This is an optimization exercise on Yosys and OpenROAD, whose aim is small area, a short achievable clock period and few clock cycles per item, not a production implementation. In this exercise RTL edits were held to simulation tests only and were not proved equivalent to the original.

File: flow/config.mk
export PLATFORM = sky130hd
export DESIGN_NAME = mat_mul
export DESIGN_NICKNAME = mat_mul
export VERILOG_FILES = /design/flow/design.v
export SDC_FILE = /design/flow/constraint.sdc
export NUM_CORES = 4
export LEC_CHECK = 0
export CAP_MARGIN = 20
export CORE_MARGIN = 2
export CORE_UTILIZATION = 40
export PLACE_DENSITY = 0.6
export SLEW_MARGIN = 20
File: flow/constraint.sdc
create_clock -name core_clock -period 10.0 [get_ports {s00_axi_aclk}]
set_input_delay 2.0000 -clock core_clock [delete_from_list [all_inputs] [get_ports {s00_axi_aclk}]]
set_output_delay 2.0000 -clock core_clock [all_outputs]
set_load 0.01 [all_outputs]
File: flow/design.v
`timescale 1ns / 1ps
module mat_mul #
	(
        parameter integer DIM_LOG = 2,     
        parameter integer DIM = 2**DIM_LOG,
        parameter integer SIZE = DIM*DIM,
        parameter integer SIZE_LOG = 2*DIM_LOG,
        parameter integer DATA_WIDTH = 32
    )
    (
		input wire  s00_axi_aclk,
		input wire  s00_axi_aresetn,
		output wire  s00_axis_tready,
		input wire [DATA_WIDTH-1 : 0] s00_axis_tdata,
		input wire  s00_axis_tlast,
        input wire  s00_axis_tvalid,
		output wire  m00_axis_tvalid,
        output wire [DATA_WIDTH-1 : 0] m00_axis_tdata,
        output wire [(DATA_WIDTH/8)-1 : 0] m00_axis_tstrb,
        output wire  m00_axis_tlast,
        input wire  m00_axis_tready,
        input wire sel, 
        input wire start
    );
	reg busy;               
	reg item_done;          
	reg matrix_done;        
	reg start_transfer;     
	reg transfer;           
	reg last_transfer;      
	reg mac_enable;         
    reg [DATA_WIDTH-1 : 0] mem_A [0 : SIZE-1];  
    reg [DATA_WIDTH-1 : 0] mem_B [0 : SIZE-1];  
    reg [DATA_WIDTH-1 : 0] mem_R [0 : SIZE-1];  
    reg [DATA_WIDTH-1 : 0] mat_A;    
    reg [DATA_WIDTH-1 : 0] mat_B;    
    reg [DATA_WIDTH-1 : 0] mat_R;    
    reg [SIZE_LOG-1 : 0] addr_stream_in;     
    reg [SIZE_LOG-1 : 0] addr_stream_out;    
    wire [SIZE_LOG-1 : 0] addr_A;    
    wire [SIZE_LOG-1 : 0] addr_B;    
    reg [SIZE_LOG-1 : 0] addr_R;     
    reg [DIM_LOG-1 : 0] row_cnt;     
    reg [DIM_LOG-1 : 0] col_cnt;     
    reg [DIM_LOG-1 : 0] tmp_cnt;     
    wire [DATA_WIDTH-1 : 0] mad;     
    reg [DATA_WIDTH-1 : 0] mac;      
    assign s00_axis_tready = !busy  && s00_axis_tvalid ;  
    always @ (posedge s00_axi_aclk) begin
        if (!s00_axi_aresetn || s00_axis_tlast)
            addr_stream_in <= 0;
        else if (s00_axis_tready)  
            addr_stream_in <= addr_stream_in+1 ;  
    end
    always @ (posedge s00_axi_aclk) begin 
        if (s00_axis_tvalid && !sel && s00_axis_tready)  
            mem_A [addr_stream_in] <= s00_axis_tdata;
        if (busy)  
            mat_A <= mem_A [addr_A];
    end
    always @ (posedge s00_axi_aclk) begin
        if (s00_axis_tvalid && sel && s00_axis_tready)  
            mem_B [addr_stream_in] <= s00_axis_tdata;
        if (busy)  
            mat_B <= mem_B [addr_B];
    end
    assign m00_axis_tstrb = 4'hf;    
    assign m00_axis_tdata = mat_R;   
    assign m00_axis_tlast = last_transfer;   
    assign m00_axis_tvalid =  transfer; 
    always @ (posedge s00_axi_aclk) begin
        if (!s00_axi_aresetn || matrix_done)  
            addr_stream_out <= 0;
        else if ((m00_axis_tready && transfer  || start_transfer  ))  
            addr_stream_out <=   addr_stream_out + 1;  
    end
    always @ (posedge s00_axi_aclk) begin
        if (!s00_axi_aresetn)
            start_transfer <= 0;
        else
            start_transfer <= matrix_done; 
    end
    always @ (posedge s00_axi_aclk) begin
        if (!s00_axi_aresetn || (m00_axis_tlast && m00_axis_tvalid && m00_axis_tready))  
            transfer <= 0;
        else if (start_transfer)  
            transfer <= 1; 
    end
    always @ (posedge s00_axi_aclk) begin
        if (!s00_axi_aresetn)
            last_transfer <= 0;
        else if (m00_axis_tready && transfer || start_transfer)
            last_transfer <= (addr_stream_out == SIZE-1); 
    end
    always @ (posedge s00_axi_aclk) begin
        if (item_done)  
            mem_R [addr_R] <= mad ;  
        if (m00_axis_tready && transfer || start_transfer)  
            mat_R <= mem_R [addr_stream_out];
    end
    always @ (posedge s00_axi_aclk) begin
        if (!s00_axi_aresetn || matrix_done ) 
            busy <= 0;
        else if (start )  
            busy <= 1'b1;
    end
    always @ (posedge s00_axi_aclk) begin
        if (!s00_axi_aresetn)
            item_done <= 0;
        else
            item_done <= (tmp_cnt==DIM-1 && busy) ;  
    end
    always @ (posedge s00_axi_aclk) begin
        if (!s00_axi_aresetn)
            matrix_done <= 0;
        else
            matrix_done <= (row_cnt == DIM-1) && (col_cnt == DIM-1) && (tmp_cnt==DIM-1) ;  
    end
    always @ (posedge s00_axi_aclk) begin
        if (!s00_axi_aresetn || start || tmp_cnt == DIM)  
            tmp_cnt <= 0;
        else if (busy && !matrix_done)  
            tmp_cnt <= tmp_cnt + 1;
    end
    always @ (posedge s00_axi_aclk) begin
        if (!s00_axi_aresetn || start || col_cnt==DIM)  
            col_cnt <= 0;
        else if (busy && tmp_cnt==DIM-1)  
            col_cnt <= col_cnt + 1;
    end
    always @ (posedge s00_axi_aclk) begin
        if (!s00_axi_aresetn || start || row_cnt==DIM)  
            row_cnt <= 0;
        else if (busy && col_cnt == DIM-1 && tmp_cnt==DIM-1)  
            row_cnt <= row_cnt + 1;
    end
    assign addr_A = row_cnt * (DIM) + tmp_cnt;  
    assign addr_B = tmp_cnt * (DIM) + col_cnt;
    always @ (posedge s00_axi_aclk) begin
        if (!s00_axi_aresetn || start)
            addr_R <= 0;
        else if (busy && item_done)  
            addr_R <= addr_R + 1 ;  
    end
    assign mad = mat_A * mat_B + mac;
    always @ (posedge s00_axi_aclk) begin
       if (!s00_axi_aresetn || tmp_cnt==0 )  
           mac <= 0;
       else if (mac_enable)
           mac <= mad ;  
    end
    always @ (posedge s00_axi_aclk) begin
       if (!s00_axi_aresetn)
           mac_enable <= 0;
       else if (busy)
           mac_enable <= 1;  
    end
endmodule
File: flow/run.sh
#!/bin/bash
# synth_recipe.tcl (not shown) runs the flow's synth.tcl, then flattens the netlist and writes it again
# the make line also repeats each setting of config.mk as NAME=value (left out here)
make -C /OpenROAD-flow-scripts/flow DESIGN_CONFIG=/design/flow/config.mk WORK_HOME=/design/flow/orfs CLKGATE_MAP_FILE= SYNTH_SCRIPT=/design/flow/synth_recipe.tcl finish
==> impl_metrics.yaml <==
critical_path:
  worstPathCellList: "nand2_1, fa_1, fa_1, inv_1, fa_1, inv_1, fa_1, inv_1, fa_1, inv_1, fa_1, fa_1, fa_1, inv_1, ha_1, a21oi_1, o21ai_0, a22oi_1, o211ai_1, a2111oi_0, o21ai_0, nand3_1, and2_1"
  critPathMaxFanout: 30
  startpoint: "mat_B[2]"
  worst_setup_path_end_kind: "register"
  path_class: "reg2reg"
  timing.rr.end: "mem_R[2][31]"
  arrival_ns: 9.48
  crit_end: "mem_R[2][31]"
  critPathSlowestCell: "edfxtp_1"
  cpMostUsedCell: "fa_1"
  regToRegSetupSlack_ns: 1.07
  max_stage_delay_ns: 1.05
  r2r_cells: 23
  cp-start-kind: "register"
  r2r_start: "mat_B[2]"
  cp.required_ns: 10.55
placed_design:
  port_buffers: 73
  dp_slack_ns: 0.988
  place_hpwl_mm: 113
  gp_congestion: 0.824
timing:
  finalCriticalPeriod_ns: 8.93
  max_slew_margin_pct: 28.6
  finalSetupViolCount: 0
  hold_viol_final: 0
  setup_ws_ns: 1.07
  rsz0062_at_grt: "false"
  worst_clock_skew_ns: 0.0948
  tns_ns: 0
  hold_ws_ns: 0.482
  timing.fmax_mhz: 112
  finalMaxSlewViolations: 0
  finalCritPeriodShare_pct: 89.3
  tightest_slew_ns: 1.04
die:
  die_x_um: 450
  die_area_sq_mm: 0.202
  start_util_pct: 40.3
  io_pins: 78
  die_y_um: 450
  coreArea_sq_mm: 0.197
  num_rows: 163
cts:
  cts.repair.resized: 0
  clkSinkCount: 1689
  clk_latency_ns: 0.87
  cts_buffer_depth: 3
  cts_root_buf: "clkbuf_16"
  numCtsBuffers: 175
  clkTransAtPathRegs_ns: 0.06
  cts_max_level: 4
  cts_hold_repair.buffers: 0
  cts_setup_buffers: 0
  cts_tree: "built"
logic_synthesis:
  synth-seq-cells: 1689
  synth-async-reset-ratio_pct: 0
  yosysMostFrequentCell: "edfxtp_1"
  yosysWarnings: 1
  syn-cell-area_sq_mm: 0.0795
  synthCells: 4406
  avgSynthCellArea_sq_um: 18.0
  yosys.area.top_type: "edfxtp_1"
  synth_top_area_share_pct: 61.6
  synth_edf_count: 1632
  synth_area_leaders: "edfxtp_1 (62%), mux4_2 (14%), fa_1 (11%), inv_1 (2.4%), and2_1 (2.3%)"
  yosysSeqAreaShare_pct: 63.1
  synthFlopType: "edfxtp_1"
  yosysUniqueCellTypes: 51
  synth_top_cells_by_count: "edfxtp_1 (1,632), inv_1 (510), mux4_2 (480)"
global_routing:
  grt_pass1_wl_mm: 279
  antenna_found_initial: 21
  overflow: 0
  grt_max_degree: 64
  track_usage_pct: 18.9
  grt_pass1_vias: 41400
detailed_routing:
  vias: 39000
  wl_met3_mm: 9.94
  drc: 0
  drtPass1Iterations: 5
  routed-wl-met2_mm: 94.4
  wl_met1_mm: 80.1
  drt_iter0_drc: 3437
  routed_via_density: 5.30
  routed.top_layer: "met5"
  wl_mm: 189
  final_antenna_net_count: 0
  wl_per_cell_um: 25.7
cells_and_area:
  final_layout_size_suffix_gt1_share_pct: 20.0
  fin_nets: 5184
  area_growth_pct: 12.8
  num-fill-cells: 17100
  utilization_pct: 45.4
min_path:
  hold_path_class: "reg2reg"
flow_run:
  cap_violations: 0
run_status:
  status: "no timing/DRC/antenna violations"
cell type report:
class                   instances  area (sq um)  area share, %
diodes                          8          20.0         0.0223
multi-input cells            1992         27000           30.1
inverters                     511          1920           2.14
well taps                    2640          3300           3.68
clock inverters                89           978           1.09
repair buffers                201          1600           1.78
flip-flops and latches       1689         50200           56.0
clock buffers                 230          4690           5.23
cell families after synthesis:
| family | after synthesis | synth area share, % |
|---|---|---|
| compound gates | 94 | 0.782 |
| flops | 1689 | 63.1 |
| xor+xnor | 97 | 1.09 |
| simple gates | 711 | 4.42 |
| other cells | 1 | 0.00472 |
| buf+inv | 728 | 3.46 |
| fa+ha+maj | 575 | 13.2 |
| mux | 511 | 14.0 |
stage by stage:
step           cell area, sq um  std cells
6_report                  89700       7360
5_1_grt                   89700       7355
4_1_cts                   89700       7350
3_5_place_dp              84000       7031
3_3_place_gp              84100       7031
2_1_floorplan             79500       4409
routing by layer:
layer  up-vias  global-route usage (%)
met5         -                       0
met4         2                    5.00
met3       254                    3.06
met2      1036                    31.1
met1     21300                    26.2
li1      16500                       -
how the worst min path moves through the flow:
stage / start / endpoint / slack (ns) / depth (start not counted)
after global placement: mac_enable / mac_enable / 0.46 / 1
final: mac_enable / mac_enable / 0.48 / 1
after detailed placement: mac_enable / mac_enable / 0.47 / 1
after floorplan: matrix_done / start_transfer / 0.44 / 1
after CTS: mac_enable / mac_enable / 0.48 / 1
after global routing: mac_enable / mac_enable / 0.52 / 1
placed cells by master (no fill, tap or decap), drive strengths merged, types with 3 or more instances in the layout:
| cell | count |
|---|---|
| o211ai | 5 |
| nand2b | 11 |
| o21a | 3 |
| clkinv | 67 |
| bufinv | 12 |
| inv | 518 |
| clkinvlp | 3 |
| clkdlybuf4s50 | 46 |
| fa | 438 |
| dfxtp | 57 |
| nor2 | 103 |
| diode | 8 |
| nand4 | 5 |
| and2 | 293 |
| xnor2 | 70 |
| buf | 155 |
| nand3 | 14 |
| nor3 | 9 |
| a21oi | 31 |
| xor2 | 26 |
| conb | 4 |
| edfxtp | 1632 |
| mux2i | 31 |
| ha | 137 |
| o21bai | 5 |
| clkbuf | 230 |
| nor2b | 5 |
| a31oi | 5 |
| nand2 | 265 |
| o21ai | 16 |
| mux4 | 480 |
| a21o | 13 |
worst max-delay path, delay by kind of cell, from the launching register on:
family          cells  cell delay, ns
buf+inv             5            0.25
flops               1            1.05
simple gates        3            0.86
compound gates      6            2.04
fa+ha+maj           9            4.40
state kept, by name, summed over array words and instances (netlist names), 4 cells and up:
register         cells
mem_A              512
addr_R               4
addr_stream_out      4
mat_B               32
addr_stream_in       4
mac                 32
mem_R              512
mat_R               32
mat_A               32
mem_B              512
Testbench counts, summed over its fixed seeds: cycles 18,952, jobs 192.

==> port drivers added, routing unchanged <==
The results above use ideal ports. As a check the final layout listed here was re-extracted and re-timed, cells and wires unchanged.
Step 1 assumes that a clkbuf_16 drives the clock port and a buf_2 every other input.
Step 2 adds t to the input delays and takes it off the output delays; t is the mean of the earliest and latest rising clock arrival at the registers after step 1. Input paths then give back, and output paths get back, about the clock's delay inside the block.
a / b / c = no drivers / after step 1 / after step 2; a / b = the first two.
shift t [ns]: 0.900
setup WS [ns]: 1.068 / 1.068 / 1.068
worst hold slack (ns): 0.482 / 0.482 / 0.482
worst setup path at the end: register to register
slew at the worst register clock pin (ns): 0.07 / 0.07
After both steps setup and hold are still met in this run. For this run, drivers alone change the setup slack by 0.000 ns; drivers and shift together by 0.000 ns.
